From an optimization exercise on the open Yosys and OpenROAD flow, aimed at a short achievable clock period and few clock cycles; shortcuts taken in it are not production practice. At most, simulation tests tie the RTL to the original design; equivalence was not proved.

Design PMIPSL0, start of the top module:
module PMIPSL0(
	imemaddr,	 
	dmemaddr,	 
	dmemwdata,	 
	dmemwrite,	 
	dmemread,	 
	clock,
	imemrdata,	 
	dmemrdata,	 
	reset		 
	);
Size: about 1700 cells after synthesis, roughly 430 flip-flops, about 85 I/O pins, ~20000 um^2 of cells after synthesis.
export LEC_CHECK = 0
export ABC_CLOCK_PERIOD_IN_PS = 2000
export CAP_MARGIN = 20
export CORE_MARGIN = 2
export CORE_UTILIZATION = 40
export PLACE_DENSITY = 0.6
export SLEW_MARGIN = 20
export TNS_END_PERCENT = 100
create_clock -name core_clock -period 8.0 [get_ports {clock}]
standard.sh (not shown) runs the stock make flow with config.mk's settings and CLKGATE_MAP_FILE= SYNTH_SCRIPT=/design/flow/synth_recipe.tcl, a recipe that flattens the netlist after the stock synthesis.
==> flow/flow/run.sh <==
#!/bin/bash
# Standard ORFS layout (the standard.sh) with two changes to how it is
# made, none to the constraints (the SDC is the standard flow's, unchanged):
#  - timing repair aims below the real clock period (a larger setup margin);
#  - slow wide OR/NOR cells are added to the platform's don't-use list, so
#    synthesis and repair build that logic from faster cells.
set -euo pipefail
PLATFORM_DONT_USE="sky130_fd_sc_hd__probe_p_8 sky130_fd_sc_hd__probec_p_8
 sky130_fd_sc_hd__lpflow_bleeder_1
 sky130_fd_sc_hd__lpflow_clkbufkapwr_1 sky130_fd_sc_hd__lpflow_clkbufkapwr_16
 sky130_fd_sc_hd__lpflow_clkbufkapwr_2 sky130_fd_sc_hd__lpflow_clkbufkapwr_4
 sky130_fd_sc_hd__lpflow_clkbufkapwr_8
 sky130_fd_sc_hd__lpflow_clkinvkapwr_1 sky130_fd_sc_hd__lpflow_clkinvkapwr_16
 sky130_fd_sc_hd__lpflow_clkinvkapwr_2 sky130_fd_sc_hd__lpflow_clkinvkapwr_4
 sky130_fd_sc_hd__lpflow_clkinvkapwr_8
 sky130_fd_sc_hd__lpflow_decapkapwr_12 sky130_fd_sc_hd__lpflow_decapkapwr_3
 sky130_fd_sc_hd__lpflow_decapkapwr_4 sky130_fd_sc_hd__lpflow_decapkapwr_6
 sky130_fd_sc_hd__lpflow_decapkapwr_8
 sky130_fd_sc_hd__lpflow_inputiso0n_1 sky130_fd_sc_hd__lpflow_inputiso0p_1
 sky130_fd_sc_hd__lpflow_inputiso1n_1 sky130_fd_sc_hd__lpflow_inputiso1p_1
 sky130_fd_sc_hd__lpflow_inputisolatch_1
 sky130_fd_sc_hd__lpflow_isobufsrc_1 sky130_fd_sc_hd__lpflow_isobufsrc_16
 sky130_fd_sc_hd__lpflow_isobufsrc_2 sky130_fd_sc_hd__lpflow_isobufsrc_4
 sky130_fd_sc_hd__lpflow_isobufsrc_8 sky130_fd_sc_hd__lpflow_isobufsrckapwr_16
 sky130_fd_sc_hd__lpflow_lsbuf_lh_hl_isowell_tap_1
 sky130_fd_sc_hd__lpflow_lsbuf_lh_hl_isowell_tap_2
 sky130_fd_sc_hd__lpflow_lsbuf_lh_hl_isowell_tap_4
 sky130_fd_sc_hd__lpflow_lsbuf_lh_isowell_4
 sky130_fd_sc_hd__lpflow_lsbuf_lh_isowell_tap_1
 sky130_fd_sc_hd__lpflow_lsbuf_lh_isowell_tap_2
 sky130_fd_sc_hd__lpflow_lsbuf_lh_isowell_tap_4"
SLOW="sky130_fd_sc_hd__or4_1 sky130_fd_sc_hd__or4_2 sky130_fd_sc_hd__or4_4
 sky130_fd_sc_hd__or4b_1 sky130_fd_sc_hd__or4b_2 sky130_fd_sc_hd__or4b_4
 sky130_fd_sc_hd__or4bb_1 sky130_fd_sc_hd__or4bb_2 sky130_fd_sc_hd__or4bb_4
 sky130_fd_sc_hd__nor4_1 sky130_fd_sc_hd__nor4_2 sky130_fd_sc_hd__nor4_4
 sky130_fd_sc_hd__nor4b_1 sky130_fd_sc_hd__nor4b_2 sky130_fd_sc_hd__nor4b_4
 sky130_fd_sc_hd__nor4bb_1 sky130_fd_sc_hd__nor4bb_2 sky130_fd_sc_hd__nor4bb_4
 sky130_fd_sc_hd__o41a_1 sky130_fd_sc_hd__o41a_2 sky130_fd_sc_hd__o41a_4
 sky130_fd_sc_hd__o41ai_1 sky130_fd_sc_hd__o41ai_2 sky130_fd_sc_hd__o41ai_4"
DONT_USE=$(echo $PLATFORM_DONT_USE $SLOW)
bash standard.sh SETUP_SLACK_MARGIN=5.6 TNS_END_PERCENT=100 \
  "DONT_USE_CELLS=$DONT_USE" finish > standard_flow.log 2>&1
Next try:
--- a/flow/design.v
+++ b/flow/design.v
@@ -176,33 +176,24 @@
 	integer k;
 	begin
 		v = ({16{m & m_load}} & dmemrdata) | ({16{m & ~m_load}} & m_res);
 		for (k = 1; k < 8; k = k + 1) v = v | ({16{sel[k]}} & rf[k]);
 		opnd = v;
 	end
 endfunction
-function [15:0] fwd;
-	input f;
-	begin
-		fwd = ({16{f & ex_sel_sum}}  & sum)
-		    | ({16{f & ex_sel_diff}} & diff)
-		    | ({16{f & ex_sel_slt}}  & sltv)
-		    | ({16{f & ex_sel_and}}  & andv);
-	end
-endfunction
 reg e_fwd;
 wire z_sum = ((A ^ B) == {A[14:0] | B[14:0], 1'b0});
 wire e_ok = e_fwd & (ex_sel_sum | ex_sel_diff);
 wire e_taken = e_ok & (ex_sel_sum ? z_sum : eq);
 wire id_redirect = id_valid & ~stall & ((id_ubeq ^ id_pred) | e_taken);
 wire [15:1] id_rtgt = (id_ubeq | e_taken) ? id_btgt : id_pc2;
-wire [15:0] v_a  = fwd(a_ex) | opnd(a_m, a_rf);
-wire [15:0] v_b  = fwd(b_ex & ~d_imm) | opnd(b_m & ~d_imm, d_imm ? 7'd0 : b_rf)
-                 | ({16{d_imm}} & simm);
-wire [15:0] v_sd = fwd(b_ex) | opnd(b_m, b_rf);
+wire [15:0] o_b = d_imm ? simm : opnd(b_m, b_rf);
+wire [15:0] v_a  = a_ex ? alu : opnd(a_m, a_rf);
+wire [15:0] v_b  = (b_ex & ~d_imm) ? alu : o_b;
+wire [15:0] v_sd = b_ex ? alu : opnd(b_m, b_rf);
 reg [15:1] btb_tag [0:NB-1];
 reg [15:1] btb_tgt [0:NB-1];
 reg [6:0]  btb_imm [0:NB-1];
 reg [NB-1:0] btb_v;
 reg [NBW-1:0] btb_ptr;
 reg        btb_hit;
 reg [15:1] btb_target;
@@ -236,24 +227,22 @@
 wire [15:1] pc2 = pc + 15'd1;
 wire [3:0] f_op = imemrdata[16:13];
 wire f_j = f_op[3] & ~f_op[2] & ~(f_op[1] & f_op[0]);	 
 wire f_beq = (f_op == 4'd5);
 wire f_same = (imemrdata[12:10] == imemrdata[9:7]);
 wire [15:1] f_jtgt = {1'b0, pc2[15:14], imemrdata[11:0]};
 wire f_pred = btb_hit & ~f_j;
-wire s_ex   = ex_redirect;
-wire s_id   = ~s_ex & id_redirect;
-wire s_hold = ~s_ex & ~id_redirect & stall;
-wire s_f    = ~s_ex & ~id_redirect & ~stall;
-wire [15:1] pc_next = ({15{s_ex}} & ex_tgt)
-                    | ({15{s_id}} & id_rtgt)
-                    | ({15{s_hold}} & pc)
-                    | ({15{s_f & f_j}} & f_jtgt)
-                    | ({15{s_f & ~f_j & btb_hit}} & btb_target)
-                    | ({15{s_f & ~f_j & ~btb_hit}} & pc2);
+wire id_redir0 = id_valid & ~stall & (id_ubeq ^ id_pred);
+wire [15:1] pc_rest = id_redir0 ? (id_ubeq ? id_btgt : id_pc2)
+                    : stall ? pc
+                    : f_j ? f_jtgt
+                    : btb_hit ? btb_target
+                    : pc2;
+wire e_take = id_valid & ~stall & e_taken;
+wire [15:1] pc_next = ex_redirect ? ex_tgt : (e_take ? id_btgt : pc_rest);
 always @(posedge clock)
 	if (reset) begin
 		pc_o <= 15'd0;
 		pc_n <= 15'h7fff;
 	end else begin
 		pc_o <= pc_next;
 		pc_n <= ~pc_next;
Sequential share of layout area goes up by 0.19 points.
Via count goes down by 4.3%.
Global-route usage came out lower by 0.49 points.
Synthesized area went down by 3.0%.
Final area went down by 0.60%.
Routed wire length decreases by 5.4%.
Testbench counts after the change, summed over its fixed seeds: cycles 110,368.
For the first run of this note, only the layout was checked, not whether the RTL still works.

separate check: timing with driven ports:
The results above use ideal ports. As a check the final layouts listed here were re-extracted and re-timed, cells and wires unchanged.
Step 1 assumes that a clkbuf_16 drives the clock port and a buf_2 every other input.
Step 2 times the ports against the registers' clock, not the clock port: input delays grow and output delays shrink by t, the midpoint of the rising clock arrivals with the driver on.
Three values: no drivers, after step 1, after step 2; two values: the first two.
run | t (ns) | slack for setup (ns) | worst setup path at the end | slew at the worst register clock pin (ns) | worst data-port slew with drivers (ns)
the first run | 0.661 | 5.177 / 5.177 / 4.698 | input to register | 0.06 / 0.06 | 0.04
the second run | 0.630 | 5.187 / 5.187 / 4.654 | input to register | 0.06 / 0.06 | 0.05
After both steps setup and hold are still met in every run listed. For the second run, which loses most, drivers alone change the setup slack by 0.000 ns; drivers and shift together by -0.533 ns.
